This design comes from an exercise in tuning for small area and a short achievable clock period on the open sky130 flow, not from production work.
Function was checked by simulation only, so behaviour that the tests miss may differ from the original.
No activity file was given, so power comes from the tool's default toggle rates.

==> flow/design.v (outline; a module is shown in full before it is edited, if it fits) <==
// module divider: 3170 lines
module divider
        (
                input wire signed [31:0] data1,
                input wire signed [31:0] data2,
                input wire clock,
                input wire reset_n,
                output reg signed [31:0] q,
                output reg signed [31:0] r
        );
  // ...
==> flow/flow/run.sh <==
#!/bin/bash
# The standard layout (standard.sh, standard synthesis included), except
# that repair_timing after CTS and after global routing aims for a setup
# slack of flow/setup_margin ns instead of 0, using gate up-sizing only (no
# buffering, pin swaps or cloning), so the netlist keeps the synthesized
# structure. The design's SDC and clock period are used unchanged.
set -euo pipefail
MARGIN=$(cat flow/setup_margin)
bash standard.sh SETUP_SLACK_MARGIN=$MARGIN SETUP_MOVE_SEQUENCE=sizeup \
  SKIP_GATE_CLONING=1 SKIP_PIN_SWAP=1 finish > flow_make.log 2>&1
==> flow/flow/setup_margin <==
74
==> flow/standard.sh <==
#!/bin/bash
# synth_recipe.tcl (not shown) runs the flow's synth.tcl, then flattens the netlist and writes it again
# the make line also repeats each setting of config.mk as NAME=value (left out here)
make -C /OpenROAD-flow-scripts/flow DESIGN_CONFIG=/design/flow/config.mk WORK_HOME=/design/flow/orfs CLKGATE_MAP_FILE= SYNTH_SCRIPT=/design/flow/synth_recipe.tcl "${@:-finish}"
==> flow/config.mk <==
export PLATFORM = sky130hd
export DESIGN_NAME = divider
export DESIGN_NICKNAME = divider
export VERILOG_FILES = /design/flow/design.v
export SDC_FILE = /design/flow/constraint.sdc
export NUM_CORES = 4
export LEC_CHECK = 0
export ABC_AREA = 1
export CAP_MARGIN = 20
export CORE_MARGIN = 2
export CORE_UTILIZATION = 40
export SLEW_MARGIN = 20
==> flow/constraint.sdc <==
create_clock -name core_clock -period 150.0 [get_ports {clock}]
set_input_delay 30.0000 -clock core_clock [delete_from_list [all_inputs] [get_ports {clock}]]
set_output_delay 30.0000 -clock core_clock [all_outputs]
set_load 0.01 [all_outputs]
==> flow_summary.json, run 1 <==
{
  "total_switching_power_uw": 278.6,
  "outcome": "complete, no violations",
  "floorplan.rows": 113,
  "synth.area.mux_share": 0,
  "io-pin-count": 130,
  "synth_cells": 6935,
  "cts-htree-levels": 3,
  "path_class": "in -> reg",
  "cpMostUsedCell": "sky130_fd_sc_hd__nand2_4",
  "xor_xnor_share_of_the_synthesized_area": 0.1080,
  "dieArea_um2": 98380,
  "globalRouteMet3Util": 0.02612,
  "hold_sp": "reset_n",
  "shortest_clock_period_the_worst_path_allows_after_layout_ns": 74.16,
  "timing.final.setup_violations": 0,
  "yosysTopAreaCell": "sky130_fd_sc_hd__nand2_1",
  "top_power_group": "combinational logic",
  "remaining_drc_errors": 0,
  "critical_path_start_type": "input pin",
  "post_synthesis_average_cell_area_um2": 5.531,
  "grt_pass1_vias": 39570,
  "hold-path-endpoint": "r[9]$_SDFF_PN0_",
  "hpwlAfterDp_um": 104800,
  "dr_wl_met2_um": 66210,
  "root_buffer": "sky130_fd_sc_hd__clkbuf_16",
  "power.combinational.fraction": 0.883,
  "ys_async_sr_fraction": 0,
  "numPortBuffers": 129,
  "layout_setup_ws_ns": 75.84,
  "n_multi_input_combinational_cell": 5719,
  "netlist_area_before_placement_um2": 38350,
  "die_h_um": 313.7
}
==> run 2: changes to the inputs <==
--- a/flow/design.v
+++ b/flow/design.v
@@ -627,50 +627,48 @@
         wire g12_b11 = t12[11] & nb[11];
         wire p12_b11 = t12[11] | nb[11];
         wire g12_b12 = t12[12] & nb[12];
         wire p12_b12 = t12[12] | nb[12];
         wire g12_0 = g12_b1 | (p12_b1 & g12_b0);
         wire g12_1 = g12_b2 | (p12_b2 & g12_0);
         wire g12_2 = g12_b3 | (p12_b3 & g12_1);
         wire g12_3 = g12_b4 | (p12_b4 & g12_2);
-        wire g12_4 = g12_b6 | (p12_b6 & g12_b5);
-        wire p12_4 = p12_b6 & p12_b5;
-        wire g12_5 = g12_b7 | (p12_b7 & g12_4);
-        wire p12_5 = p12_b7 & p12_4;
-        wire g12_6 = g12_b8 | (p12_b8 & g12_5);
-        wire p12_6 = p12_b8 & p12_5;
+        wire g12_4 = g12_b5 | (p12_b5 & g12_3);
+        wire g12_5 = g12_b6 | (p12_b6 & g12_4);
+        wire g12_6 = g12_b8 | (p12_b8 & g12_b7);
+        wire p12_6 = p12_b8 & p12_b7;
         wire g12_7 = g12_b9 | (p12_b9 & g12_6);
         wire p12_7 = p12_b9 & p12_6;
-        wire g12_8 = g12_b5 | (p12_b5 & g12_3);
-        wire g12_9 = g12_4 | (p12_4 & g12_3);
-        wire g12_10 = g12_5 | (p12_5 & g12_3);
-        wire g12_11 = g12_6 | (p12_6 & g12_3);
-        wire g12_12 = g12_7 | (p12_7 & g12_3);
-        wire g12_13 = g12_b11 | (p12_b11 & g12_b10);
-        wire p12_13 = p12_b11 & p12_b10;
-        wire g12_14 = g12_b12 | (p12_b12 & g12_13);
-        wire p12_14 = p12_b12 & p12_13;
-        wire g12_15 = g12_b10 | (p12_b10 & g12_12);
-        wire g12_16 = g12_13 | (p12_13 & g12_12);
-        wire g12_17 = g12_14 | (p12_14 & g12_12);
-        assign uq[19] = g12_17 & hz[12] & ~bz;
+        wire g12_8 = g12_b10 | (p12_b10 & g12_7);
+        wire p12_8 = p12_b10 & p12_7;
+        wire g12_9 = g12_b11 | (p12_b11 & g12_8);
+        wire p12_9 = p12_b11 & p12_8;
+        wire g12_10 = g12_b12 | (p12_b12 & g12_9);
+        wire p12_10 = p12_b12 & p12_9;
+        wire g12_11 = g12_b7 | (p12_b7 & g12_5);
+        wire g12_12 = g12_6 | (p12_6 & g12_5);
+        wire g12_13 = g12_7 | (p12_7 & g12_5);
+        wire g12_14 = g12_8 | (p12_8 & g12_5);
+        wire g12_15 = g12_9 | (p12_9 & g12_5);
+        wire g12_16 = g12_10 | (p12_10 & g12_5);
+        assign uq[19] = g12_16 & hz[12] & ~bz;
         assign r12[0] = t12[0] ^ (uq[19] & (nb[0] ^ 1'b1));
         assign r12[1] = t12[1] ^ (uq[19] & (nb[1] ^ g12_b0));
         assign r12[2] = t12[2] ^ (uq[19] & (nb[2] ^ g12_0));
         assign r12[3] = t12[3] ^ (uq[19] & (nb[3] ^ g12_1));
         assign r12[4] = t12[4] ^ (uq[19] & (nb[4] ^ g12_2));
         assign r12[5] = t12[5] ^ (uq[19] & (nb[5] ^ g12_3));
-        assign r12[6] = t12[6] ^ (uq[19] & (nb[6] ^ g12_8));
-        assign r12[7] = t12[7] ^ (uq[19] & (nb[7] ^ g12_9));
-        assign r12[8] = t12[8] ^ (uq[19] & (nb[8] ^ g12_10));
-        assign r12[9] = t12[9] ^ (uq[19] & (nb[9] ^ g12_11));
-        assign r12[10] = t12[10] ^ (uq[19] & (nb[10] ^ g12_12));
-        assign r12[11] = t12[11] ^ (uq[19] & (nb[11] ^ g12_15));
-        assign r12[12] = t12[12] ^ (uq[19] & (nb[12] ^ g12_16));
+        assign r12[6] = t12[6] ^ (uq[19] & (nb[6] ^ g12_4));
+        assign r12[7] = t12[7] ^ (uq[19] & (nb[7] ^ g12_5));
+        assign r12[8] = t12[8] ^ (uq[19] & (nb[8] ^ g12_11));
+        assign r12[9] = t12[9] ^ (uq[19] & (nb[9] ^ g12_12));
+        assign r12[10] = t12[10] ^ (uq[19] & (nb[10] ^ g12_13));
+        assign r12[11] = t12[11] ^ (uq[19] & (nb[11] ^ g12_14));
+        assign r12[12] = t12[12] ^ (uq[19] & (nb[12] ^ g12_15));
         wire [13:0] t13, r13;
         assign t13 = {r12, ua[18]};
         wire g13_b0 = t13[0] | nb[0];
         wire g13_b1 = t13[1] & nb[1];
         wire p13_b1 = t13[1] | nb[1];
         wire g13_b2 = t13[2] & nb[2];
         wire p13_b2 = t13[2] | nb[2];
         wire g13_b3 = t13[3] & nb[3];
@@ -694,54 +692,52 @@
         wire g13_b12 = t13[12] & nb[12];
         wire p13_b12 = t13[12] | nb[12];
         wire g13_b13 = t13[13] & nb[13];
         wire p13_b13 = t13[13] | nb[13];
         wire g13_0 = g13_b1 | (p13_b1 & g13_b0);
         wire g13_1 = g13_b2 | (p13_b2 & g13_0);
         wire g13_2 = g13_b3 | (p13_b3 & g13_1);
         wire g13_3 = g13_b4 | (p13_b4 & g13_2);
-        wire g13_4 = g13_b6 | (p13_b6 & g13_b5);
-        wire p13_4 = p13_b6 & p13_b5;
-        wire g13_5 = g13_b7 | (p13_b7 & g13_4);
-        wire p13_5 = p13_b7 & p13_4;
-        wire g13_6 = g13_b8 | (p13_b8 & g13_5);
-        wire p13_6 = p13_b8 & p13_5;
+        wire g13_4 = g13_b5 | (p13_b5 & g13_3);
+        wire g13_5 = g13_b6 | (p13_b6 & g13_4);
+        wire g13_6 = g13_b8 | (p13_b8 & g13_b7);
+        wire p13_6 = p13_b8 & p13_b7;
         wire g13_7 = g13_b9 | (p13_b9 & g13_6);
         wire p13_7 = p13_b9 & p13_6;
-        wire g13_8 = g13_b5 | (p13_b5 & g13_3);
-        wire g13_9 = g13_4 | (p13_4 & g13_3);
-        wire g13_10 = g13_5 | (p13_5 & g13_3);
-        wire g13_11 = g13_6 | (p13_6 & g13_3);
-        wire g13_12 = g13_7 | (p13_7 & g13_3);
-        wire g13_13 = g13_b11 | (p13_b11 & g13_b10);
-        wire p13_13 = p13_b11 & p13_b10;
-        wire g13_14 = g13_b12 | (p13_b12 & g13_13);
-        wire p13_14 = p13_b12 & p13_13;
-        wire g13_15 = g13_b13 | (p13_b13 & g13_14);
-        wire p13_15 = p13_b13 & p13_14;
-        wire g13_16 = g13_b10 | (p13_b10 & g13_12);
-        wire g13_17 = g13_13 | (p13_13 & g13_12);
-        wire g13_18 = g13_14 | (p13_14 & g13_12);
-        wire g13_19 = g13_15 | (p13_15 & g13_12);
-        assign uq[18] = g13_19 & hz[13] & ~bz;
+        wire g13_8 = g13_b10 | (p13_b10 & g13_7);
+        wire p13_8 = p13_b10 & p13_7;
+        wire g13_9 = g13_b11 | (p13_b11 & g13_8);
+        wire p13_9 = p13_b11 & p13_8;
+        wire g13_10 = g13_b12 | (p13_b12 & g13_9);
+        wire p13_10 = p13_b12 & p13_9;
+        wire g13_11 = g13_b13 | (p13_b13 & g13_10);
+        wire p13_11 = p13_b13 & p13_10;
+        wire g13_12 = g13_b7 | (p13_b7 & g13_5);
+        wire g13_13 = g13_6 | (p13_6 & g13_5);
+        wire g13_14 = g13_7 | (p13_7 & g13_5);
+        wire g13_15 = g13_8 | (p13_8 & g13_5);
+        wire g13_16 = g13_9 | (p13_9 & g13_5);
+        wire g13_17 = g13_10 | (p13_10 & g13_5);
+        wire g13_18 = g13_11 | (p13_11 & g13_5);
+        assign uq[18] = g13_18 & hz[13] & ~bz;
         assign r13[0] = t13[0] ^ (uq[18] & (nb[0] ^ 1'b1));
         assign r13[1] = t13[1] ^ (uq[18] & (nb[1] ^ g13_b0));
         assign r13[2] = t13[2] ^ (uq[18] & (nb[2] ^ g13_0));
         assign r13[3] = t13[3] ^ (uq[18] & (nb[3] ^ g13_1));
         assign r13[4] = t13[4] ^ (uq[18] & (nb[4] ^ g13_2));
         assign r13[5] = t13[5] ^ (uq[18] & (nb[5] ^ g13_3));
-        assign r13[6] = t13[6] ^ (uq[18] & (nb[6] ^ g13_8));
-        assign r13[7] = t13[7] ^ (uq[18] & (nb[7] ^ g13_9));
-        assign r13[8] = t13[8] ^ (uq[18] & (nb[8] ^ g13_10));
-        assign r13[9] = t13[9] ^ (uq[18] & (nb[9] ^ g13_11));
-        assign r13[10] = t13[10] ^ (uq[18] & (nb[10] ^ g13_12));
-        assign r13[11] = t13[11] ^ (uq[18] & (nb[11] ^ g13_16));
-        assign r13[12] = t13[12] ^ (uq[18] & (nb[12] ^ g13_17));
-        assign r13[13] = t13[13] ^ (uq[18] & (nb[13] ^ g13_18));
+        assign r13[6] = t13[6] ^ (uq[18] & (nb[6] ^ g13_4));
+        assign r13[7] = t13[7] ^ (uq[18] & (nb[7] ^ g13_5));
+        assign r13[8] = t13[8] ^ (uq[18] & (nb[8] ^ g13_12));
+        assign r13[9] = t13[9] ^ (uq[18] & (nb[9] ^ g13_13));
+        assign r13[10] = t13[10] ^ (uq[18] & (nb[10] ^ g13_14));
+        assign r13[11] = t13[11] ^ (uq[18] & (nb[11] ^ g13_15));
+        assign r13[12] = t13[12] ^ (uq[18] & (nb[12] ^ g13_16));
+        assign r13[13] = t13[13] ^ (uq[18] & (nb[13] ^ g13_17));
         wire [14:0] t14, r14;
         assign t14 = {r13, ua[17]};
         wire g14_b0 = t14[0] | nb[0];
         wire g14_b1 = t14[1] & nb[1];
         wire p14_b1 = t14[1] | nb[1];
         wire g14_b2 = t14[2] & nb[2];
         wire p14_b2 = t14[2] | nb[2];
         wire g14_b3 = t14[3] & nb[3];
@@ -767,58 +763,54 @@
         wire g14_b13 = t14[13] & nb[13];
         wire p14_b13 = t14[13] | nb[13];
         wire g14_b14 = t14[14] & nb[14];
         wire p14_b14 = t14[14] | nb[14];
         wire g14_0 = g14_b1 | (p14_b1 & g14_b0);
         wire g14_1 = g14_b2 | (p14_b2 & g14_0);
         wire g14_2 = g14_b3 | (p14_b3 & g14_1);
         wire g14_3 = g14_b4 | (p14_b4 & g14_2);
-        wire g14_4 = g14_b6 | (p14_b6 & g14_b5);
-        wire p14_4 = p14_b6 & p14_b5;
-        wire g14_5 = g14_b7 | (p14_b7 & g14_4);
-        wire p14_5 = p14_b7 & p14_4;
-        wire g14_6 = g14_b8 | (p14_b8 & g14_5);
-        wire p14_6 = p14_b8 & p14_5;
+        wire g14_4 = g14_b5 | (p14_b5 & g14_3);
+        wire g14_5 = g14_b6 | (p14_b6 & g14_4);
+        wire g14_6 = g14_b8 | (p14_b8 & g14_b7);
+        wire p14_6 = p14_b8 & p14_b7;
         wire g14_7 = g14_b9 | (p14_b9 & g14_6);
         wire p14_7 = p14_b9 & p14_6;
-        wire g14_8 = g14_b5 | (p14_b5 & g14_3);
-        wire g14_9 = g14_4 | (p14_4 & g14_3);
-        wire g14_10 = g14_5 | (p14_5 & g14_3);
-        wire g14_11 = g14_6 | (p14_6 & g14_3);
-        wire g14_12 = g14_7 | (p14_7 & g14_3);
-        wire g14_13 = g14_b11 | (p14_b11 & g14_b10);
-        wire p14_13 = p14_b11 & p14_b10;
-        wire g14_14 = g14_b12 | (p14_b12 & g14_13);
-        wire p14_14 = p14_b12 & p14_13;
-        wire g14_15 = g14_b13 | (p14_b13 & g14_14);
-        wire p14_15 = p14_b13 & p14_14;
-        wire g14_16 = g14_b14 | (p14_b14 & g14_15);
-        wire p14_16 = p14_b14 & p14_15;
-        wire g14_17 = g14_b10 | (p14_b10 & g14_12);
-        wire g14_18 = g14_13 | (p14_13 & g14_12);
-        wire g14_19 = g14_14 | (p14_14 & g14_12);
-        wire g14_20 = g14_15 | (p14_15 & g14_12);
-        wire g14_21 = g14_16 | (p14_16 & g14_12);
-        assign uq[17] = g14_21 & hz[14] & ~bz;
+        wire g14_8 = g14_b10 | (p14_b10 & g14_7);
+        wire p14_8 = p14_b10 & p14_7;
+        wire g14_9 = g14_b11 | (p14_b11 & g14_8);
+        wire p14_9 = p14_b11 & p14_8;
+        wire g14_10 = g14_b12 | (p14_b12 & g14_9);
+        wire p14_10 = p14_b12 & p14_9;
+        wire g14_11 = g14_b13 | (p14_b13 & g14_10);
+        wire p14_11 = p14_b13 & p14_10;
+        wire g14_12 = g14_b7 | (p14_b7 & g14_5);
+        wire g14_13 = g14_6 | (p14_6 & g14_5);
+        wire g14_14 = g14_7 | (p14_7 & g14_5);
+        wire g14_15 = g14_8 | (p14_8 & g14_5);
+        wire g14_16 = g14_9 | (p14_9 & g14_5);
+        wire g14_17 = g14_10 | (p14_10 & g14_5);
+        wire g14_18 = g14_11 | (p14_11 & g14_5);
+        wire g14_19 = g14_b14 | (p14_b14 & g14_18);
+        assign uq[17] = g14_19 & hz[14] & ~bz;
         assign r14[0] = t14[0] ^ (uq[17] & (nb[0] ^ 1'b1));
         assign r14[1] = t14[1] ^ (uq[17] & (nb[1] ^ g14_b0));
         assign r14[2] = t14[2] ^ (uq[17] & (nb[2] ^ g14_0));
         assign r14[3] = t14[3] ^ (uq[17] & (nb[3] ^ g14_1));
         assign r14[4] = t14[4] ^ (uq[17] & (nb[4] ^ g14_2));
         assign r14[5] = t14[5] ^ (uq[17] & (nb[5] ^ g14_3));
-        assign r14[6] = t14[6] ^ (uq[17] & (nb[6] ^ g14_8));
-        assign r14[7] = t14[7] ^ (uq[17] & (nb[7] ^ g14_9));
-        assign r14[8] = t14[8] ^ (uq[17] & (nb[8] ^ g14_10));
-        assign r14[9] = t14[9] ^ (uq[17] & (nb[9] ^ g14_11));
-        assign r14[10] = t14[10] ^ (uq[17] & (nb[10] ^ g14_12));
-        assign r14[11] = t14[11] ^ (uq[17] & (nb[11] ^ g14_17));
-        assign r14[12] = t14[12] ^ (uq[17] & (nb[12] ^ g14_18));
-        assign r14[13] = t14[13] ^ (uq[17] & (nb[13] ^ g14_19));
-        assign r14[14] = t14[14] ^ (uq[17] & (nb[14] ^ g14_20));
+        assign r14[6] = t14[6] ^ (uq[17] & (nb[6] ^ g14_4));
+        assign r14[7] = t14[7] ^ (uq[17] & (nb[7] ^ g14_5));
+        assign r14[8] = t14[8] ^ (uq[17] & (nb[8] ^ g14_12));
+        assign r14[9] = t14[9] ^ (uq[17] & (nb[9] ^ g14_13));
+        assign r14[10] = t14[10] ^ (uq[17] & (nb[10] ^ g14_14));
+        assign r14[11] = t14[11] ^ (uq[17] & (nb[11] ^ g14_15));
+        assign r14[12] = t14[12] ^ (uq[17] & (nb[12] ^ g14_16));
+        assign r14[13] = t14[13] ^ (uq[17] & (nb[13] ^ g14_17));
+        assign r14[14] = t14[14] ^ (uq[17] & (nb[14] ^ g14_18));
         wire [15:0] t15, r15;
         assign t15 = {r14, ua[16]};
         wire g15_b0 = t15[0] | nb[0];
         wire g15_b1 = t15[1] & nb[1];
         wire p15_b1 = t15[1] | nb[1];
         wire g15_b2 = t15[2] & nb[2];
         wire p15_b2 = t15[2] | nb[2];
         wire g15_b3 = t15[3] & nb[3];
@@ -846,60 +838,58 @@
         wire g15_b14 = t15[14] & nb[14];
         wire p15_b14 = t15[14] | nb[14];
         wire g15_b15 = t15[15] & nb[15];
         wire p15_b15 = t15[15] | nb[15];
         wire g15_0 = g15_b1 | (p15_b1 & g15_b0);
         wire g15_1 = g15_b2 | (p15_b2 & g15_0);
         wire g15_2 = g15_b3 | (p15_b3 & g15_1);
         wire g15_3 = g15_b4 | (p15_b4 & g15_2);
-        wire g15_4 = g15_b6 | (p15_b6 & g15_b5);
-        wire p15_4 = p15_b6 & p15_b5;
-        wire g15_5 = g15_b7 | (p15_b7 & g15_4);
-        wire p15_5 = p15_b7 & p15_4;
-        wire g15_6 = g15_b8 | (p15_b8 & g15_5);
-        wire p15_6 = p15_b8 & p15_5;
+        wire g15_4 = g15_b5 | (p15_b5 & g15_3);
+        wire g15_5 = g15_b6 | (p15_b6 & g15_4);
+        wire g15_6 = g15_b8 | (p15_b8 & g15_b7);
+        wire p15_6 = p15_b8 & p15_b7;
         wire g15_7 = g15_b9 | (p15_b9 & g15_6);
         wire p15_7 = p15_b9 & p15_6;
-        wire g15_8 = g15_b5 | (p15_b5 & g15_3);
-        wire g15_9 = g15_4 | (p15_4 & g15_3);
-        wire g15_10 = g15_5 | (p15_5 & g15_3);
-        wire g15_11 = g15_6 | (p15_6 & g15_3);
-        wire g15_12 = g15_7 | (p15_7 & g15_3);
-        wire g15_13 = g15_b11 | (p15_b11 & g15_b10);
-        wire p15_13 = p15_b11 & p15_b10;
-        wire g15_14 = g15_b12 | (p15_b12 & g15_13);
-        wire p15_14 = p15_b12 & p15_13;
-        wire g15_15 = g15_b13 | (p15_b13 & g15_14);
-        wire p15_15 = p15_b13 & p15_14;
-        wire g15_16 = g15_b14 | (p15_b14 & g15_15);
-        wire p15_16 = p15_b14 & p15_15;
-        wire g15_17 = g15_b10 | (p15_b10 & g15_12);
-        wire g15_18 = g15_13 | (p15_13 & g15_12);
-        wire g15_19 = g15_14 | (p15_14 & g15_12);
-        wire g15_20 = g15_15 | (p15_15 & g15_12);
-        wire g15_21 = g15_16 | (p15_16 & g15_12);
-        wire g15_22 = g15_b15 | (p15_b15 & g15_21);
-        assign uq[16] = g15_22 & hz[15] & ~bz;
+        wire g15_8 = g15_b10 | (p15_b10 & g15_7);
+        wire p15_8 = p15_b10 & p15_7;
+        wire g15_9 = g15_b11 | (p15_b11 & g15_8);
+        wire p15_9 = p15_b11 & p15_8;
+        wire g15_10 = g15_b12 | (p15_b12 & g15_9);
+        wire p15_10 = p15_b12 & p15_9;
+        wire g15_11 = g15_b13 | (p15_b13 & g15_10);
+        wire p15_11 = p15_b13 & p15_10;
+        wire g15_12 = g15_b7 | (p15_b7 & g15_5);
+        wire g15_13 = g15_6 | (p15_6 & g15_5);
+        wire g15_14 = g15_7 | (p15_7 & g15_5);
+        wire g15_15 = g15_8 | (p15_8 & g15_5);
+        wire g15_16 = g15_9 | (p15_9 & g15_5);
+        wire g15_17 = g15_10 | (p15_10 & g15_5);
+        wire g15_18 = g15_11 | (p15_11 & g15_5);
+        wire g15_19 = g15_b15 | (p15_b15 & g15_b14);
+        wire p15_19 = p15_b15 & p15_b14;
+        wire g15_20 = g15_b14 | (p15_b14 & g15_18);
+        wire g15_21 = g15_19 | (p15_19 & g15_18);
+        assign uq[16] = g15_21 & hz[15] & ~bz;
         assign r15[0] = t15[0] ^ (uq[16] & (nb[0] ^ 1'b1));
         assign r15[1] = t15[1] ^ (uq[16] & (nb[1] ^ g15_b0));
         assign r15[2] = t15[2] ^ (uq[16] & (nb[2] ^ g15_0));
         assign r15[3] = t15[3] ^ (uq[16] & (nb[3] ^ g15_1));
         assign r15[4] = t15[4] ^ (uq[16] & (nb[4] ^ g15_2));
         assign r15[5] = t15[5] ^ (uq[16] & (nb[5] ^ g15_3));
-        assign r15[6] = t15[6] ^ (uq[16] & (nb[6] ^ g15_8));
-        assign r15[7] = t15[7] ^ (uq[16] & (nb[7] ^ g15_9));
-        assign r15[8] = t15[8] ^ (uq[16] & (nb[8] ^ g15_10));
-        assign r15[9] = t15[9] ^ (uq[16] & (nb[9] ^ g15_11));
-        assign r15[10] = t15[10] ^ (uq[16] & (nb[10] ^ g15_12));
-        assign r15[11] = t15[11] ^ (uq[16] & (nb[11] ^ g15_17));
-        assign r15[12] = t15[12] ^ (uq[16] & (nb[12] ^ g15_18));
-        assign r15[13] = t15[13] ^ (uq[16] & (nb[13] ^ g15_19));
-        assign r15[14] = t15[14] ^ (uq[16] & (nb[14] ^ g15_20));
-        assign r15[15] = t15[15] ^ (uq[16] & (nb[15] ^ g15_21));
+        assign r15[6] = t15[6] ^ (uq[16] & (nb[6] ^ g15_4));
+        assign r15[7] = t15[7] ^ (uq[16] & (nb[7] ^ g15_5));
+        assign r15[8] = t15[8] ^ (uq[16] & (nb[8] ^ g15_12));
+        assign r15[9] = t15[9] ^ (uq[16] & (nb[9] ^ g15_13));
+        assign r15[10] = t15[10] ^ (uq[16] & (nb[10] ^ g15_14));
+        assign r15[11] = t15[11] ^ (uq[16] & (nb[11] ^ g15_15));
+        assign r15[12] = t15[12] ^ (uq[16] & (nb[12] ^ g15_16));
+        assign r15[13] = t15[13] ^ (uq[16] & (nb[13] ^ g15_17));
+        assign r15[14] = t15[14] ^ (uq[16] & (nb[14] ^ g15_18));
+        assign r15[15] = t15[15] ^ (uq[16] & (nb[15] ^ g15_20));
         wire [16:0] t16, r16;
         assign t16 = {r15, ua[15]};
         wire g16_b0 = t16[0] | nb[0];
         wire g16_b1 = t16[1] & nb[1];
         wire p16_b1 = t16[1] | nb[1];
         wire g16_b2 = t16[2] & nb[2];
         wire p16_b2 = t16[2] | nb[2];
         wire g16_b3 = t16[3] & nb[3];
==> flow/run.sh (new file) <==
#!/bin/bash
# synth_recipe.tcl (not shown) runs the flow's synth.tcl, then flattens the netlist and writes it again
# the make line also repeats each setting of config.mk as NAME=value (left out here)
make -C /OpenROAD-flow-scripts/flow DESIGN_CONFIG=/design/flow/config.mk WORK_HOME=/design/flow/orfs CLKGATE_MAP_FILE= SYNTH_SCRIPT=/design/flow/synth_recipe.tcl finish
removed: flow/flow/run.sh
removed: flow/flow/setup_margin
removed: flow/standard.sh
==> run 2 against run 1 <==
  * Routed wire length is 1.4% lower
  * Sequential power is 2% higher
  * Highest routed layer is now met5
  * Sequential share of layout area is 0.49 points higher
  * Global-route usage up 1.4 points
  * Largest power group unchanged
==> flow_summary.json, run 2 <==
{
  "outcome": "complete, no violations",
  "clock_tree.buffer_depth": 2,
  "layout_common_cells": "sky130_fd_sc_hd__nand2_1 (2287), sky130_fd_sc_hd__nand3_1 (857), sky130_fd_sc_hd__inv_1 (734)",
  "area.growth.synth_to_final_pct": 2.909,
  "grt_overflow": 0,
  "largest_net_degree_at_the_start_of_global_routing": 55,
  "groute.usage.overall": 0.2775,
  "ant_nets": 0,
  "critical_path.slowest_cell": "sky130_fd_sc_hd__a21boi_2",
  "critical_path_data_arrival_time_ns": 80.53,
  "post_drt_wl_per_cell_um": 17.03,
  "drive_gt1_frac": 0.1297,
  "static-leakage-power_uw": 0.02014,
  "grt_pass1_wl_um": 210200,
  "final-max-slew-violation-count": 0,
  "report.final.hold_viol_count": 0,
  "seq_power_share": 0.064,
  "netlist_area_before_placement_um2": 37030,
  "path_class": "in -> reg",
  "max_stage_delay_ns": 0.85,
  "critPathCapture": "q[25]$_SDFF_PN0_",
  "timing.max_slew.rel_slack": 0.2744,
  "synth_cells": 6784,
  "die_x_um": 308.3,
  "nets": 6802,
  "cts_buffer_count": 9,
  "timing.critical_path.from": "data1[0]",
  "floorplan.rows": 111,
  "ys_async_sr_fraction": 0,
  "cts.hold.buffers_added": 0,
  "route.detailed.vias_per_inst": 5.349,
  "initial_utilization": 0.4040,
  "clkSinkCount": 64,
  "synthDominantCellAreaShare": 0.2320,
  "root_buffer": "sky130_fd_sc_hd__clkbuf_16",
  "synth_simple_gate_area_frac": 0.5793,
  "ff_latch_count_synth": 64,
  "power.share.switching": 0.6281,
  "post-synth-top-count-cell": "sky130_fd_sc_hd__nand2_1",
  "layout_commonest_cell": "sky130_fd_sc_hd__nand2_1",
  "number_of_antenna_violations_at_the_first_check_in_global_routing": 5,
  "cpMostUsedCell": "sky130_fd_sc_hd__nand2_1",
  "critPathRequiredTime_ns": 150.24,
  "cts-htree-levels": 3,
  "die_h_um": 308.3,
  "post_cts.resized_instances": 0,
  "yosysTopAreaCell": "sky130_fd_sc_hd__nand2_1",
  "post_synth_edffs": 0,
  "worst_slew_pin_slew_ns": 1.088,
  "cts_post_setup_buffers_inserted": 0,
  "synth_common_cells": "sky130_fd_sc_hd__nand2_1 (2289), sky130_fd_sc_hd__nand3_1 (857), sky130_fd_sc_hd__inv_1 (737)",
  "yosysWarnings": 1,
  "reg_top3": "q (32), r (32)",
  "synth_seq_area_share": 0.03460,
  "grt_pass1_vias": 37810,
  "numPortBuffers": 129,
  "post-route-period-util": 0.5353,
  "dieArea_um2": 95040,
  "detail_route.iter0.violations": 3391,
  "yosys.cell_types.count": 85,
  "xor_xnor_share_of_the_synthesized_area": 0.1190,
  "power.combinational.fraction": 0.871,
  "layout_setup_ws_ns": 69.71,
  "powerDensity_nw_per_um2": 10.50,
  "gpl.final_weighted_congestion": 0.9634,
  "post_synthesis_average_cell_area_um2": 5.459,
  "worstSetupEndpointType": "flip-flop",
  "remaining_drc_errors": 0,
  "hpwlAfterDp_um": 107200,
  "timing.final.setup_violations": 0,
  "worstPathMaxFanout": 49,
  "shortest_clock_period_the_worst_path_allows_after_layout_ns": 80.29,
  "post-place-ws_ns": 70.09,
  "ys_dominant_reg_cell": "sky130_fd_sc_hd__dfxtp_1",
  "top_layer": "met5",
  "via_count": 42400,
  "detail_route.wirelength_um": 135000,
  "wl_met3_um": 10180,
  "synth-compound-area-share": 0.09970,
  "postSynthNetCount": 6851,
  "maxCapViolCount": 0,
  "tritoncts": "built",
  "synth.area.mux_share": 0,
  "power_frac_clock": 0.065,
  "dr_wl_met2_um": 58480,
  "internal_power_uw": 148.8,
  "grt_setup_unrepaired": "no",
  "wl_met1_um": 59370,
  "largest_family_of_logic_cells_by_synthesized_area": "simple AND/OR/NAND/NOR gates",
  "synth-adder-area-share": 0.0006081,
  "total_switching_power_uw": 251.2,
  "io-pin-count": 130,
  "yosys-top-cells-area": "sky130_fd_sc_hd__nand2_1 (23%), sky130_fd_sc_hd__nand3_1 (12%), sky130_fd_sc_hd__xor2_1 (9.4%), sky130_fd_sc_hd__inv_1 (7.5%), sky130_fd_sc_hd__nor2_1 (5.0%)",
  "critical_path_start_type": "input pin",
  "setup_tns_ns": 0,
  "core_area_um2": 91660,
  "first_pass_iters": 6,
  "clkSlewWorstSetupHoldPaths_ns": 0.09,
  "vdd.ir_drop.worst_uv": 9.279,
  "worst_hold_path_type": "in -> reg",
  "max_freq_ghz": 0.01245
}
-- run 2: cell count changes after synthesis, sizes merged, moves of 14 or more --
cell and delta:
nand2 -121, xor2 +15, nor2 -35, nor3 +14
buf +17, a31oi -15, a21oi -19, clkbuf -18
-- run 2: kinds of logic after synthesis --
kind of cell | Yosys count
AO/OA/AOI/OAI | 609
XOR/XNOR | 474
adder cells (fa/ha/maj) | 2
buffers and inverters | 1146
flip-flops | 64
AND/OR/NAND/NOR | 4489
-- run 2: layout make-up --
cell class	count	area (um2)
flip-flops and latches	64	1281
inverters	888	3462
repair buffers	198	1797
diodes	1	2.502
fillers	10200	53550
clock inverters	5	80.08
well taps	1186	1484
multi-input cells	5574	29760
clock buffers	11	242.7
-- run 2: power groups by stage --
| stage | logic, uW | registers (uW) | clock network, uW |
|---|---|---|---|
| final | 349 | 25.5 | 26.0 |
| after global routing | 390 | 26.0 | 27.1 |
| after CTS | 344 | 25.7 | 26.6 |
| after detailed placement | 343 | 26.0 | 0 |
| after global placement | 341 | 26.0 | 0 |
| after floorplan | 269 | 28.5 | 0 |
-- run 2: how the worst min path moves through the flow --
stage                     startpoint                to  slack [ns]  cells past startpoint
final                        reset_n  q[12]$_SDFF_PN0_       30.07                      3
after global placement       reset_n  q[15]$_SDFF_PN0_       30.48                      3
after CTS                    reset_n  q[12]$_SDFF_PN0_       30.04                      3
after global routing         reset_n  q[12]$_SDFF_PN0_       30.06                      3
after detailed placement     reset_n  q[15]$_SDFF_PN0_       30.48                      3
after floorplan             data1[0]   r[0]$_SDFF_PN0_       30.23                      4
-- run 2: worst max-delay path: cells and delay by family --
| family | cells | cell delay, ns |
|---|---|---|
| buffers and inverters | 34 | 6.32 |
| AND/OR/NAND/NOR | 290 | 34.22 |
| AO/OA/AOI/OAI | 18 | 5.11 |
| XOR/XNOR | 15 | 4.55 |
-- run 2: routing by layer --
metal,track usage,vias to the layer above
met4,0.1291,2
li1,-,21490
met3,0.02941,290
met2,0.4476,1617
met1,0.3694,19010
met5,0,-
-- run 2: per-stage QoR --
step	hold slack, ns	power, uW	utilization	instances	cell area, um2
after floorplan	30.23	297.9	-	6784	37030
after global placement	30.48	366.9	0.4122	7910	37790
after detailed placement	30.48	369.0	0.4122	7910	37790
after CTS	30.04	396.6	0.4158	7926	38110
after global routing	30.06	443.3	0.4158	7926	38110
final	30.07	400.0	0.4158	7927	38110
==> run 3: changes to the inputs <==
==> flow/flow/run.sh (new file) <==
#!/bin/bash
# The standard layout (standard.sh, standard synthesis included), except
# that the buffers ORFS puts on every input and output port are
# sky130_fd_sc_hd__buf_1 cells, instead of the delay cells
# (clkdlybuf4s50_1) that buffer_ports picks by itself. Every port still
# gets its own buffer; the design's SDC and clock period are unchanged.
set -euo pipefail
bash standard.sh "BUFFER_PORTS_ARGS=-buffer_cell sky130_fd_sc_hd__buf_1" finish > flow_make.log 2>&1
==> flow/standard.sh (new file) <==
#!/bin/bash
# synth_recipe.tcl (not shown) runs the flow's synth.tcl, then flattens the netlist and writes it again
# the make line also repeats each setting of config.mk as NAME=value (left out here)
make -C /OpenROAD-flow-scripts/flow DESIGN_CONFIG=/design/flow/config.mk WORK_HOME=/design/flow/orfs CLKGATE_MAP_FILE= SYNTH_SCRIPT=/design/flow/synth_recipe.tcl "${@:-finish}"
removed: flow/run.sh
==> run 3 against run 2 <==
  * Combinational power shrank 3%
  * Global-route usage shrank 0.28 points
  * Via count shrank 0.33%
  * Critical endpoint is now r[20]$_SDFF_PN0_
  * Largest cell class unchanged
  * Largest power group unchanged
==> flow_summary.json, run 3 <==
{
  "die_h_um": 308.3,
  "numPortBuffers": 129,
  "worstPathMaxFanout": 49,
  "post-route-period-util": 0.5299,
  "timing.max_slew.rel_slack": 0.2223,
  "shortest_clock_period_the_worst_path_allows_after_layout_ns": 79.48,
  "synth_cells": 6784,
  "grt_setup_unrepaired": "no",
  "cts-htree-levels": 3,
  "remaining_drc_errors": 0,
  "io-pin-count": 130,
  "cts_post_setup_buffers_inserted": 0,
  "post_synthesis_average_cell_area_um2": 5.459,
  "number_of_antenna_violations_at_the_first_check_in_global_routing": 3,
  "netlist_area_before_placement_um2": 37030,
  "route.detailed.vias_per_inst": 5.330,
  "ys_dominant_reg_cell": "sky130_fd_sc_hd__dfxtp_1",
  "post-place-ws_ns": 70.89,
  "clkSlewWorstSetupHoldPaths_ns": 0.10,
  "timing.critical_path.from": "data2[0]",
  "synth_common_cells": "sky130_fd_sc_hd__nand2_1 (2289), sky130_fd_sc_hd__nand3_1 (857), sky130_fd_sc_hd__inv_1 (737)",
  "critical_path_start_type": "input pin",
  "setup_tns_ns": 0,
  "max_stage_delay_ns": 0.87,
  "worst_hold_path_type": "in -> reg",
  "floorplan.rows": 111,
  "postSynthNetCount": 6851,
  "root_buffer": "sky130_fd_sc_hd__clkbuf_16",
  "yosysTopAreaCell": "sky130_fd_sc_hd__nand2_1",
  "post-synth-top-count-cell": "sky130_fd_sc_hd__nand2_1",
  "ff_latch_count_synth": 64,
  "dieArea_um2": 95040,
  "tritoncts": "built",
  "cpMostUsedCell": "sky130_fd_sc_hd__nand2_2",
  "max_freq_ghz": 0.01258,
  "worst_slew_pin_slew_ns": 1.164,
  "final-max-slew-violation-count": 0,
  "critical_path_data_arrival_time_ns": 79.75,
  "post_cts.resized_instances": 0,
  "maxCapViolCount": 0,
  "hold_sp": "reset_n",
  "groute.usage.overall": 0.2746,
  "static-leakage-power_uw": 0.01983,
  "cts_buffer_count": 9,
  "area.growth.synth_to_final_pct": 0.8547,
  "post_drt_wl_per_cell_um": 16.86,
  "layout_commonest_cell": "sky130_fd_sc_hd__nand2_1",
  "dpl-instance-area_um2": 37030,
  "grt_overflow": 0,
  "largest_net_degree_at_the_start_of_global_routing": 55,
  "drive_gt1_frac": 0.1302,
  "timing.final.setup_violations": 0,
  "detail_route.wirelength_um": 133700,
  "initial_utilization": 0.4040,
  "yosys.cell_types.count": 85,
  "die_x_um": 308.3,
  "yosys-top-cells-area": "sky130_fd_sc_hd__nand2_1 (23%), sky130_fd_sc_hd__nand3_1 (12%), sky130_fd_sc_hd__xor2_1 (9.4%), sky130_fd_sc_hd__inv_1 (7.5%), sky130_fd_sc_hd__nor2_1 (5.0%)",
  "first_pass_iters": 6,
  "critical_path.slowest_cell": "sky130_fd_sc_hd__a21boi_2",
  "vdd.ir_drop.worst_uv": 8.462,
  "post-route-cell-area_um2": 37350,
  "gpl.final_weighted_congestion": 0.9695,
  "core_area_um2": 91660,
  "report.final.hold_viol_count": 0,
  "grt_pass1_wl_um": 207300,
  "ys_async_sr_fraction": 0,
  "layout_common_cells": "sky130_fd_sc_hd__nand2_1 (2287), sky130_fd_sc_hd__nand3_1 (857), sky130_fd_sc_hd__inv_1 (734)",
  "outcome": "complete, no violations",
  "nets": 6805,
  "ant_nets": 0,
  "path_class": "in -> reg",
  "layout_setup_ws_ns": 70.52,
  "fin_worst_hold_slack_ns": 30.09,
  "clock_tree.buffer_depth": 2,
  "synthDominantCellAreaShare": 0.2320,
  "yosysWarnings": 1,
  "powerDensity_nw_per_um2": 10.47,
  "post_synth_edffs": 0,
  "reg_top3": "q (32), r (32)",
  "via_count": 42270,
  "detail_route.iter0.violations": 3645,
  "grt_pass1_vias": 36980,
  "synth_seq_area_share": 0.03460,
  "finalCoreUtilization": 0.4075,
  "critPathRequiredTime_ns": 150.27,
  "clkSinkCount": 64,
  "cts.hold.buffers_added": 0,
  "hpwlAfterDp_um": 106500,
  "worstSetupEndpointType": "flip-flop"
}
[run 3: cell count changes in the layout (fill, tap and decap cells not counted), sizes merged]
cell           previous run  this run
clkbuf                   11        14
clkdlybuf4s50           125         0
clkinv                   28        30
buf                      73       197
clkinvlp                  3         2
[run 3: report_power, final]
| part | switching [uW] | leakage (uW) | internal, uW |
|---|---|---|---|
| registers | 2.33 | 0.000532 | 23.3 |
| clock network | 11.0 | 0.000158 | 14.9 |
| logic | 237 | 0.0191 | 102 |
[run 3: cell families after synthesis]
kind of cell,synth area share
xor+xnor,0.1190
flops,0.03460
compound gates,0.09970
fa+ha+maj,0.0006081
buf+inv,0.1668
simple gates,0.5793
[run 3: metrics by stage]
stage / instances / power (uW)
6_report: 7930 / 391.0
5_1_grt: 7930 / 433.8
4_1_cts: 7929 / 387.6
3_5_place_dp: 7913 / 360.5
3_3_place_gp: 7913 / 357.8
2_1_floorplan: 6784 / 297.9
[run 3: final timing paths]
kind | cells after the start | endpoint
worst max-delay path | 360 | r[20]$_SDFF_PN0_
worst min-delay path | 4 | q[12]$_SDFF_PN0_
[run 3: worst max-delay path: cells and delay by family]
kind / cells / cell delay [ns]
xor+xnor: 13 / 3.50
buf+inv: 38 / 6.92
compound gates: 17 / 5.01
simple gates: 292 / 34.06
[run 3: cell type report]
cell class	count	area, um2
antenna	1	2.502
clock buffer	10	239.0
clock inverter	6	82.58
fill	10280	54310
inverter	888	3462
multi-input combinational	5574	29760
sequential	64	1281
tap	1186	1484
timing repair buffer	201	1037
[run 3: metal layers]
metal	routed length (um)	up-vias	GRT usage	part of all wire
li1	-	21500	-	-
met1	59530	19030	0.3681	0.45
met2	58870	1497	0.4480	0.44
met3	9385	238	0.03017	0.070
met4	5876	0	0.1083	0.044
met5	0	-	0	0
==> run 4: changes to the inputs <==
==> flow/flow/run.sh (replaced) <==
#!/bin/bash
# The standard layout (standard.sh, standard synthesis included), run in
# two parts: up to CTS, the post-CTS repair_timing aims for a setup slack of
# flow/setup_margin ns instead of 0, using gate up-sizing only (no
# buffering, pin swaps or cloning), so the netlist keeps the synthesized
# structure; the rest (global route with its usual repairs, detailed route,
# finish) is standard. The design's SDC and clock period are used unchanged.
set -euo pipefail
MARGIN=$(cat flow/setup_margin)
bash standard.sh SETUP_SLACK_MARGIN=$MARGIN SETUP_MOVE_SEQUENCE=sizeup \
  SKIP_GATE_CLONING=1 SKIP_PIN_SWAP=1 cts > flow_make_cts.log 2>&1
bash standard.sh finish > flow_make.log 2>&1
==> flow/flow/setup_margin (new file) <==
74
==> run 4 against run 3 <==
  * Still clean
  * Clock power about the same
  * Count of clock-buffer cells in the layout increased by 1
  * Maximum frequency is 3.8% higher
  * Routed wire length grew 1.3%
  * Utilization increased by 1.4 points
  * Area after synthesis unchanged
  * Hold slack worse by 0.0085 ns
  * Non-clock buffer count is 3 lower
  * Synthesized cell count stayed put
  * Critical endpoint is now r[31]$_SDFF_PN0_
==> flow_summary.json, run 4 <==
{
  "cpMostUsedCell": "sky130_fd_sc_hd__nand2_1",
  "final-max-slew-violation-count": 0,
  "timing.final.setup_violations": 0,
  "largest_net_degree_at_the_start_of_global_routing": 55,
  "via_count": 42400,
  "netlist_area_before_placement_um2": 37030,
  "cts-htree-levels": 3,
  "grt_overflow": 0,
  "timing.max_slew.rel_slack": 0.1978,
  "post_synth_edffs": 0,
  "seq_area_um2": 1281,
  "synth_cells": 6784,
  "synth_common_cells": "sky130_fd_sc_hd__nand2_1 (2289), sky130_fd_sc_hd__nand3_1 (857), sky130_fd_sc_hd__inv_1 (737)",
  "grt_setup_unrepaired": "no",
  "layout_setup_ws_ns": 73.46,
  "grt_most_used_layer": "met2",
  "cts.hold.buffers_added": 0,
  "drive_gt1_frac": 0.1366,
  "layout_commonest_cell": "sky130_fd_sc_hd__nand2_1",
  "worstSetupEndpointType": "flip-flop",
  "antenna-diode-count": 0,
  "gpl.final_weighted_congestion": 0.9634,
  "initial_utilization": 0.4040,
  "power.share.switching": 0.6272,
  "clock_tree.buffer_depth": 2,
  "groute.usage.overall": 0.2787,
  "grt_pass1_vias": 38030,
  "max_stage_delay_ns": 0.80,
  "post-place-ws_ns": 70.09,
  "synthDominantCellAreaShare": 0.2320,
  "area.growth.synth_to_final_pct": 4.385,
  "die_h_um": 308.3,
  "critical_path_data_arrival_time_ns": 76.76,
  "cts_buffer_count": 9,
  "power.combinational.fraction": 0.872,
  "reg_top3": "q (32), r (32)",
  "detail_route.iter0.violations": 3516,
  "maxCapViolCount": 0,
  "outcome": "complete, no violations",
  "power_frac_clock": 0.064,
  "clkSlewWorstSetupHoldPaths_ns": 0.09,
  "post_drt_wl_per_cell_um": 17.08,
  "io-pin-count": 130,
  "number_of_antenna_violations_at_the_first_check_in_global_routing": 4,
  "critPathRequiredTime_ns": 150.22,
  "detail_route.wirelength_um": 135400,
  "static-leakage-power_uw": 0.02024,
  "post-route-cell-area_um2": 38660,
  "vdd.ir_drop.worst_uv": 10.57,
  "cts_post_setup_buffers_inserted": 0,
  "finalCoreUtilization": 0.4217,
  "worstPathMaxFanout": 29,
  "clkSinkCount": 64,
  "ys_dominant_reg_cell": "sky130_fd_sc_hd__dfxtp_1",
  "area_occupied_by_multi_input_gates_um2": 30180,
  "internal_power_uw": 150.4,
  "yosysTopAreaCell": "sky130_fd_sc_hd__nand2_1",
  "globalRouteMet3Util": 0.03140,
  "first_pass_iters": 8,
  "root_buffer": "sky130_fd_sc_hd__clkbuf_16",
  "post-route-period-util": 0.5103,
  "dpl-instance-area_um2": 37790,
  "powerDensity_nw_per_um2": 10.44,
  "shortest_clock_period_the_worst_path_allows_after_layout_ns": 76.54,
  "tritoncts": "built",
  "floorplan.rows": 111,
  "grt_use_met1": 0.3694,
  "total_switching_power_uw": 253.1,
  "worst_hold_path_type": "in -> reg",
  "layout_common_cells": "sky130_fd_sc_hd__nand2_1 (2283), sky130_fd_sc_hd__nand3_1 (849), sky130_fd_sc_hd__inv_1 (734)",
  "postSynthNetCount": 6851,
  "yosys-top-cells-area": "sky130_fd_sc_hd__nand2_1 (23%), sky130_fd_sc_hd__nand3_1 (12%), sky130_fd_sc_hd__xor2_1 (9.4%), sky130_fd_sc_hd__inv_1 (7.5%), sky130_fd_sc_hd__nor2_1 (5.0%)",
  "die_x_um": 308.3,
  "post-synth-top-count-cell": "sky130_fd_sc_hd__nand2_1",
  "report.final.hold_viol_count": 0,
  "grt_pass1_wl_um": 211100,
  "hold_sp": "reset_n",
  "ant_nets": 0,
  "route.detailed.vias_per_inst": 5.349,
  "seq_power_share": 0.063,
  "nets": 6802,
  "final.fill_count": 10140,
  "max_freq_ghz": 0.01307,
  "yosysWarnings": 1,
  "synth_seq_area_share": 0.03460,
  "count_of_cells_along_the_worst_hold_path": 3,
  "ff_latch_count_synth": 64,
  "numPortBuffers": 129,
  "core_area_um2": 91660,
  "path_class": "in -> reg",
  "yosys.cell_types.count": 85,
  "worst_slew_pin_slew_ns": 1.203,
  "post_synthesis_average_cell_area_um2": 5.459,
  "ys_async_sr_fraction": 0,
  "remaining_drc_errors": 0,
  "grt.met2_usage": 0.4489,
  "dieArea_um2": 95040,
  "hpwlAfterDp_um": 107200,
  "setup_tns_ns": 0,
  "critical_path_start_type": "input pin",
  "hold-path-endpoint": "q[12]$_SDFF_PN0_",
  "critical_path.slowest_cell": "sky130_fd_sc_hd__a21boi_4"
}
## run 4: critical path: cells and delay by family
kind	cells	cell delay [ns]
simple gates	307	34.57
compound gates	17	5.53
buf+inv	28	3.81
xor+xnor	11	2.50
## run 4: cells by family after synthesis
family	Yosys count	share of synthesized area
compound gates	609	0.09970
flops	64	0.03460
xor+xnor	474	0.1190
buf+inv	1146	0.1668
fa+ha+maj	2	0.0006081
simple gates	4489	0.5793
## run 4: power by group through the flow
| stage | Sequential, uW | Clock, uW | Combinational (uW) |
|---|---|---|---|
| global placement | 26.0 | 0 | 341 |
| finish | 25.5 | 26.0 | 352 |
| global route | 26.0 | 27.1 | 394 |
| CTS | 25.7 | 26.6 | 348 |
| floorplan | 28.5 | 0 | 269 |
| detailed placement | 26.0 | 0 | 343 |
## run 4: repair_timing
item                                    CTS  global route
endpoints found under the setup margin   64             0
hold endpoints to repair                  0             0
resized for setup                       111             0
## run 4: layout make-up
cell class	count	area share
Multi-Input combinational cell	5574	0.7808
Tap cell	1186	0.03839
Timing Repair Buffer	198	0.04738
Clock inverter	5	0.002071
Sequential cell	64	0.03314
Inverter	888	0.09195
Clock buffer	11	0.006279
## run 4: worst max-delay path by stage
stage	cells after the start	slack, ns	endpoint	from
final	363	73.46	r[31]$_SDFF_PN0_	data2[22]
after global routing	384	68.47	r[21]$_SDFF_PN0_	data1[1]
after CTS	367	74.02	r[31]$_SDFF_PN0_	data1[1]
after detailed placement	357	70.09	q[8]$_SDFF_PN0_	data1[0]
after global placement	357	70.89	q[8]$_SDFF_PN0_	data1[0]
after floorplan	380	83.32	r[20]$_SDFF_PN0_	data2[31]
## run 4: metrics by stage
step | hold WS, ns | total power (uW) | cells
finish | 30.08 | 403.5 | 7926
detailed placement | 30.48 | 369.0 | 7910
floorplan | 30.23 | 297.9 | 6784
global placement | 30.48 | 366.9 | 7910
global route | 30.06 | 447.0 | 7926
CTS | 30.04 | 399.9 | 7926
## run 4: routing by layer
layer,vias to the layer above,share of wire
li1,21490,-
met1,18980,0.44
met2,1612,0.43
met3,312,0.077
met4,2,0.054
met5,-,0.000096
==> run 5: changes to the inputs <==
==> flow/flow/run.sh (replaced) <==
#!/bin/bash
# The standard layout (standard.sh, standard synthesis included), with
# two changes:
#  - the buffers ORFS puts on every input and output port are
#    sky130_fd_sc_hd__buf_1 cells instead of the delay cells
#    (clkdlybuf4s50_1) that buffer_ports picks by itself; every port still
#    gets its own buffer;
#  - the post-CTS repair_timing aims for a setup slack of flow/setup_margin
#    ns instead of 0, using gate up-sizing only (no buffering, pin swaps or
#    cloning), so the netlist keeps the synthesized structure.
# The rest (global route with its usual repairs, detailed route, finish) is
# standard. The design's SDC and clock period are used unchanged.
set -euo pipefail
MARGIN=$(cat flow/setup_margin)
IOBUF="BUFFER_PORTS_ARGS=-buffer_cell sky130_fd_sc_hd__buf_1"
bash standard.sh "$IOBUF" SETUP_SLACK_MARGIN=$MARGIN SETUP_MOVE_SEQUENCE=sizeup \
  SKIP_GATE_CLONING=1 SKIP_PIN_SWAP=1 cts > flow_make_cts.log 2>&1
bash standard.sh "$IOBUF" finish > flow_make.log 2>&1
==> run 5 against run 4 <==
  * Synthesized cell count is the same
  * Cell area fell by 2.5%
  * Count of clock-buffer cells in the layout decreased by 1
  * Flip-flop and latch count unchanged
  * Cell count is essentially flat
  * Hold slack better by 0.0046 ns
  * Via count about the same
  * Largest cell class unchanged
  * Largest power group unchanged
  * Highest routed layer unchanged
==> flow_summary.json, run 5 <==
{
  "synthDominantCellAreaShare": 0.2320,
  "postSynthNetCount": 6851,
  "post_drt_wl_per_cell_um": 16.87,
  "gpl.final_weighted_congestion": 0.9695,
  "critical_path.slowest_cell": "sky130_fd_sc_hd__a21boi_4",
  "ys_async_sr_fraction": 0,
  "reg_top3": "q (32), r (32)",
  "max_stage_delay_ns": 0.77,
  "timing.critical_path.max_delay_family": "simple AND/OR/NAND/NOR gates",
  "powerDensity_nw_per_um2": 10.43,
  "worstPathMaxFanout": 49,
  "cts_post_setup_buffers_inserted": 0,
  "initial_utilization": 0.4040,
  "count_of_cells_along_the_worst_hold_path": 5,
  "cts_buffer_count": 9,
  "grt_pass1_wl_um": 207600,
  "remaining_drc_errors": 0,
  "clock_tree.buffer_depth": 2,
  "timing.max_slew.rel_slack": 0.2163,
  "worst_hold_path_type": "in -> reg",
  "ant_nets": 0,
  "power.share.switching": 0.6395,
  "cp_num_cells": 368,
  "post-synth-top-count-cell": "sky130_fd_sc_hd__nand2_1",
  "critical_path_data_arrival_time_ns": 76.84,
  "hpwlAfterDp_um": 106500,
  "detail_route.iter0.violations": 3648,
  "drive_gt1_frac": 0.1330,
  "worst_slew_pin_slew_ns": 1.173,
  "largest_net_degree_at_the_start_of_global_routing": 55,
  "static-leakage-power_uw": 0.01989,
  "max_freq_ghz": 0.01306,
  "vdd.ir_drop.worst_uv": 8.182,
  "yosys.cell_types.count": 85,
  "worstSetupEndpointType": "flip-flop",
  "critPathRequiredTime_ns": 150.26,
  "first_pass_iters": 6,
  "die_h_um": 308.3,
  "critical_path.n_buffers_inverters": 37,
  "grt_setup_unrepaired": "no",
  "netlist_area_before_placement_um2": 37030,
  "groute.usage.overall": 0.2749,
  "via_count": 42360,
  "post-route-period-util": 0.5105,
  "yosysWarnings": 1,
  "io-pin-count": 130,
  "area.growth.synth_to_final_pct": 1.767,
  "internal_power_uw": 141.7,
  "numPortBuffers": 129,
  "power_frac_clock": 0.066,
  "maxCapViolCount": 0,
  "cts-htree-levels": 3,
  "timing.final.setup_violations": 0,
  "total_switching_power_uw": 251.4,
  "grt_pass1_vias": 37020,
  "clkSinkCount": 64,
  "clkSlewWorstSetupHoldPaths_ns": 0.07,
  "synth_cells": 6784,
  "yosys-top-cells-area": "sky130_fd_sc_hd__nand2_1 (23%), sky130_fd_sc_hd__nand3_1 (12%), sky130_fd_sc_hd__xor2_1 (9.4%), sky130_fd_sc_hd__inv_1 (7.5%), sky130_fd_sc_hd__nor2_1 (5.0%)",
  "grt_overflow": 0,
  "final-max-slew-violation-count": 0,
  "route.detailed.vias_per_inst": 5.341,
  "path_class": "in -> reg",
  "report.final.hold_viol_count": 0,
  "post_synthesis_average_cell_area_um2": 5.459,
  "post_synth_edffs": 0,
  "die_x_um": 308.3,
  "nets": 6806,
  "setup_tns_ns": 0,
  "core_area_um2": 91660,
  "power.combinational.fraction": 0.869,
  "ys_dominant_reg_cell": "sky130_fd_sc_hd__dfxtp_1",
  "ff_latch_count_synth": 64,
  "cpMostUsedCell": "sky130_fd_sc_hd__nand2_1",
  "number_of_antenna_violations_at_the_first_check_in_global_routing": 3,
  "synth_common_cells": "sky130_fd_sc_hd__nand2_1 (2289), sky130_fd_sc_hd__nand3_1 (857), sky130_fd_sc_hd__inv_1 (737)",
  "tritoncts": "built",
  "finalCoreUtilization": 0.4112,
  "dieArea_um2": 95040,
  "critical_path_start_type": "input pin",
  "seq_power_share": 0.065,
  "detail_route.wirelength_um": 133800,
  "outcome": "complete, no violations",
  "yosysTopAreaCell": "sky130_fd_sc_hd__nand2_1",
  "layout_commonest_cell": "sky130_fd_sc_hd__nand2_1",
  "floorplan.rows": 111,
  "cts.hold.buffers_added": 0,
  "synth_seq_area_share": 0.03460,
  "layout_common_cells": "sky130_fd_sc_hd__nand2_1 (2285), sky130_fd_sc_hd__nand3_1 (857), sky130_fd_sc_hd__inv_1 (734)",
  "shortest_clock_period_the_worst_path_allows_after_layout_ns": 76.58,
  "root_buffer": "sky130_fd_sc_hd__clkbuf_16"
}
[run 5: cell counts after synthesis]
No cell type changed its count.
[run 5: metrics by stage]
stage | cell area (um2) | setup WS (ns) | total power, uW | std cells | hold WS [ns]
3_5_place_dp | 37030 | 70.89 | 360.5 | 7913 | 30.39
4_1_cts | 37680 | 74.03 | 389.8 | 7929 | 30.06
6_report | 37690 | 73.42 | 393.0 | 7931 | 30.08
5_1_grt | 37690 | 68.37 | 436.0 | 7931 | 30.10
2_1_floorplan | 37030 | 83.32 | 297.9 | 6784 | 30.23
3_3_place_gp | 37030 | 71.76 | 357.8 | 7913 | 30.39
[run 5: cell type report]
type                    count  area [um2]
clock inverters             6       82.58
repair buffers            202        1107
inverters                 888        3538
multi-input cells        5574       29950
clock buffers              10       239.0
fillers                 10250       53970
flip-flops and latches     64        1281
diodes                      1       2.502
well taps                1186        1484
[run 5: worst paths after layout]
kind / from / to / slack, ns
worst max-delay path: data1[8] / q[6]$_SDFF_PN0_ / 73.42
worst min-delay path: data1[0] / r[0]$_SDFF_PN0_ / 30.08
[run 5: logic make-up (layout without fill, tap and decap cells)]
logic type                 after synthesis  in the layout  share of synthesized area
AOI/OAI and AO/OA                      609            609                    0.09970
xor gates and xnor gates               474            474                     0.1190
adders and majority gates                2              2                  0.0006081
buffers and inverters                 1146           1106                     0.1668
DFF                                     64             64                    0.03460
other                                    0              1                          0
and+or+nand+nor                       4489           4489                     0.5793
[run 5: layer usage]
metal  global-route usage  vias up  share of wire
met5                    0        -        0.00010
met4               0.1132        2          0.046
met3              0.02879      233          0.068
met2               0.4468     1517           0.44
met1               0.3688    19090           0.45
li1                     -    21510              -
[run 5: what timing repair did]
action	CTS	global route
gates resized for setup	67	0
endpoints found under the hold margin	0	0
setup endpoints to repair	64	0
[run 5: power by group through the flow]
stage	Combinational, uW	Sequential, uW	Clock, uW
2_1_floorplan	269	28.5	0
3_3_place_gp	332	26.0	0
3_5_place_dp	334	26.0	0
4_1_cts	338	25.7	26.2
5_1_grt	383	26.2	27.0
6_report	341	25.6	25.9
==> run 6: changes to the inputs <==
==> flow/flow/setup_margin (replaced) <==
75
==> run 6 against run 5 <==
  * Sequential power about the same
  * Clock power about the same
  * Area after synthesis unchanged
  * Via count up 0.42%
  * Global-route usage up 0.075 points
  * Still clean
  * Critical endpoint is now r[20]$_SDFF_PN0_
==> flow_summary.json, run 6 <==
{
  "nets": 6806,
  "finalCoreUtilization": 0.4162,
  "shortest_clock_period_the_worst_path_allows_after_layout_ns": 75.60,
  "drive_gt1_frac": 0.1415,
  "yosysWarnings": 1,
  "hold_sp": "reset_n",
  "maxCapViolCount": 0,
  "worstSetupEndpointType": "flip-flop",
  "area.growth.synth_to_final_pct": 3.007,
  "setup_tns_ns": 0,
  "power_frac_clock": 0.066,
  "outcome": "complete, no violations",
  "synth_common_cells": "sky130_fd_sc_hd__nand2_1 (2289), sky130_fd_sc_hd__nand3_1 (857), sky130_fd_sc_hd__inv_1 (737)",
  "grt_overflow": 0,
  "ys_dominant_reg_cell": "sky130_fd_sc_hd__dfxtp_1",
  "ys_async_sr_fraction": 0,
  "internal_power_uw": 143.2,
  "power.combinational.fraction": 0.870,
  "final.fill_count": 10200,
  "hpwlAfterDp_um": 106500,
  "synth_cells": 6784,
  "yosys-top-cells-area": "sky130_fd_sc_hd__nand2_1 (23%), sky130_fd_sc_hd__nand3_1 (12%), sky130_fd_sc_hd__xor2_1 (9.4%), sky130_fd_sc_hd__inv_1 (7.5%), sky130_fd_sc_hd__nor2_1 (5.0%)",
  "layout_common_cells": "sky130_fd_sc_hd__nand2_1 (2267), sky130_fd_sc_hd__nand3_1 (847), sky130_fd_sc_hd__inv_1 (734)",
  "seq_power_share": 0.065,
  "root_buffer": "sky130_fd_sc_hd__clkbuf_16",
  "post-synth-top-count-cell": "sky130_fd_sc_hd__nand2_1",
  "cts_post_setup_buffers_inserted": 0,
  "largest_net_degree_at_the_start_of_global_routing": 55,
  "timing.max_slew.rel_slack": 0.2193,
  "ant_nets": 0,
  "worst_hold_path_type": "in -> reg",
  "cts_buffer_count": 9,
  "final-max-slew-violation-count": 0,
  "ff_latch_count_synth": 64,
  "powerDensity_nw_per_um2": 10.40,
  "remaining_drc_errors": 0,
  "post_drt_wl_per_cell_um": 16.94,
  "grt_pass1_vias": 37140,
  "worstPathMaxFanout": 54,
  "gpl.final_weighted_congestion": 0.9695,
  "critical_path.slowest_cell": "sky130_fd_sc_hd__a21boi_4",
  "dieArea_um2": 95040,
  "report.final.hold_viol_count": 0,
  "netlist_area_before_placement_um2": 37030,
  "yosysTopAreaCell": "sky130_fd_sc_hd__nand2_1",
  "post_cts.resized_instances": 157,
  "post-route-period-util": 0.5040,
  "detail_route.wirelength_um": 134300,
  "route.detailed.vias_per_inst": 5.363,
  "clkSinkCount": 64,
  "die_x_um": 308.3,
  "number_of_antenna_violations_at_the_first_check_in_global_routing": 3,
  "path_class": "in -> reg",
  "initial_utilization": 0.4040,
  "first_pass_iters": 6,
  "worst_slew_pin_slew_ns": 1.168,
  "tritoncts": "built",
  "postSynthNetCount": 6851,
  "power.share.switching": 0.6391,
  "numPortBuffers": 129,
  "total_switching_power_uw": 253.6,
  "layout_commonest_cell": "sky130_fd_sc_hd__nand2_1",
  "vdd.ir_drop.worst_uv": 8.857,
  "totalPowerFinal_uw": 396.7,
  "groute.usage.overall": 0.2756,
  "cts.hold.buffers_added": 0,
  "die_h_um": 308.3,
  "reg_top3": "q (32), r (32)",
  "max_stage_delay_ns": 0.78,
  "detail_route.iter0.violations": 3708,
  "via_count": 42540,
  "cts-htree-levels": 3,
  "count_of_cells_along_the_worst_hold_path": 4,
  "synth_seq_area_share": 0.03460,
  "io-pin-count": 130,
  "critPathRequiredTime_ns": 150.27,
  "yosys.cell_types.count": 85,
  "grt_setup_unrepaired": "no",
  "static-leakage-power_uw": 0.01995,
  "max_freq_ghz": 0.01323,
  "post_synthesis_average_cell_area_um2": 5.459,
  "synthDominantCellAreaShare": 0.2320,
  "grt_pass1_wl_um": 208200,
  "clkSlewWorstSetupHoldPaths_ns": 0.10,
  "critical_path_data_arrival_time_ns": 75.87,
  "floorplan.rows": 111,
  "timing.final.setup_violations": 0,
  "critical_path_start_type": "input pin",
  "core_area_um2": 91660,
  "hold-path-endpoint": "q[12]$_SDFF_PN0_",
  "clock_tree.buffer_depth": 2,
  "post_synth_edffs": 0,
  "cpMostUsedCell": "sky130_fd_sc_hd__nand2_2"
}
-- run 6: cell families (layout without fill, tap and decap cells) --
group | count (synthesis) | count (layout) | synth area share
xor gates and xnor gates | 474 | 474 | 0.1190
adders and majority gates | 2 | 2 | 0.0006081
DFF | 64 | 64 | 0.03460
other | 0 | 1 | 0
buffers and inverters | 1146 | 1106 | 0.1668
AOI/OAI and AO/OA | 609 | 609 | 0.09970
and+or+nand+nor | 4489 | 4489 | 0.5793
-- run 6: routing by layer --
layer  vias up  track usage  share of wire  wire (um)
met1     19250       0.3695           0.45      59810
met5         -            0        0.00010         14
li1      21510            -              -          -
met2      1521       0.4468           0.44      58630
met3       251      0.02948          0.069       9290
met4         2       0.1162          0.049       6581
-- run 6: worst max-delay path: cells and delay by family --
kind / cells / cell delay (ns)
XOR/XNOR: 10 / 2.73
buffers and inverters: 30 / 3.56
AND/OR/NAND/NOR: 303 / 33.49
AO/OA/AOI/OAI: 23 / 5.76
-- run 6: how the worst max path moves through the flow --
stage,cells past startpoint,slack (ns),to,from
floorplan,380,83.32,r[20]$_SDFF_PN0_,data2[31]
global placement,365,71.76,r[26]$_SDFF_PN0_,data2[31]
detailed placement,362,70.89,r[26]$_SDFF_PN0_,data2[0]
CTS,380,75.01,r[20]$_SDFF_PN0_,data1[5]
global route,387,69.58,r[17]$_SDFF_PN0_,data1[5]
finish,366,74.40,r[20]$_SDFF_PN0_,data2[31]
-- run 6: per-stage QoR --
| step | hold slack [ns] | std cells | worst slack, ns | instance area, um2 |
|---|---|---|---|---|
| floorplan | 30.23 | 6784 | 83.32 | 37030 |
| global placement | 30.39 | 7913 | 71.76 | 37030 |
| detailed placement | 30.39 | 7913 | 70.89 | 37030 |
| CTS | 30.06 | 7929 | 75.01 | 38130 |
| global route | 30.09 | 7931 | 69.58 | 38150 |
| finish | 30.08 | 7931 | 74.40 | 38150 |
-- run 6: layout make-up --
| class | instances | area, um2 | share of cell area |
|---|---|---|---|
| diodes | 1 | 2.502 | 0.00006560 |
| inverters | 888 | 3582 | 0.09390 |
| clock buffers | 10 | 239.0 | 0.006265 |
| well taps | 1186 | 1484 | 0.03890 |
| flip-flops and latches | 64 | 1281 | 0.03359 |
| multi-input cells | 5574 | 30360 | 0.7957 |
| repair buffers | 202 | 1121 | 0.02939 |
| clock inverters | 6 | 82.58 | 0.002165 |
-- run 6: power groups by stage --
stage | clock [uW] | sequential, uW | combinational (uW)
floorplan | 0 | 28.5 | 269
global placement | 0 | 26.0 | 332
detailed placement | 0 | 26.0 | 334
CTS | 26.2 | 25.7 | 341
global route | 27.1 | 26.2 | 386
finish | 26.0 | 25.6 | 345

==> afterwards: timing with drivers on the ports <==
Ports are ideal in the flow. The routed layouts listed here were re-timed in OpenROAD.
Step 1 (the two cells are an assumption about what drives the block):
set clk [get_ports {clock}]
set_driving_cell -lib_cell sky130_fd_sc_hd__clkbuf_16 $clk
set_driving_cell -lib_cell sky130_fd_sc_hd__buf_2 [delete_from_list [all_inputs] $clk]
Step 2, shift: input delay + t, output delay - t, t = (earliest + latest rising clock arrival at the registers) / 2. This alone moves slack from input paths to output paths.
Slacks: ideal / step 1 / step 2; pairs: ideal / step 1.
run | t, ns | slack for setup (ns) | hold slack, ns | worst setup path after step 2 | slew at the worst register clock pin (ns)
run 1 | 0.493 | 75.843 / 75.882 / 75.389 | 30.213 / 30.163 / 30.657 | input to register | 0.07 / 0.07
run 2 | 0.445 | 69.708 / 69.720 / 69.276 | 30.070 / 30.035 / 30.480 | input to register | 0.09 / 0.09
run 3 | 0.452 | 70.516 / 70.551 / 70.099 | 30.085 / 30.050 / 30.383 | input to register | 0.10 / 0.10
run 4 | 0.447 | 73.461 / 73.490 / 73.043 | 30.076 / 30.038 / 30.485 | input to register | 0.09 / 0.09
run 5 | 0.449 | 73.420 / 73.451 / 73.002 | 30.081 / 30.046 / 30.384 | input to register | 0.10 / 0.10
run 6 | 0.454 | 74.402 / 74.389 / 73.936 | 30.076 / 30.041 / 30.383 | input to register | 0.10 / 0.10
After both steps setup and hold are still met in every run listed. The setup slack of run 6, which loses most, moves by -0.013 ns with the drivers and by -0.466 ns with both steps.
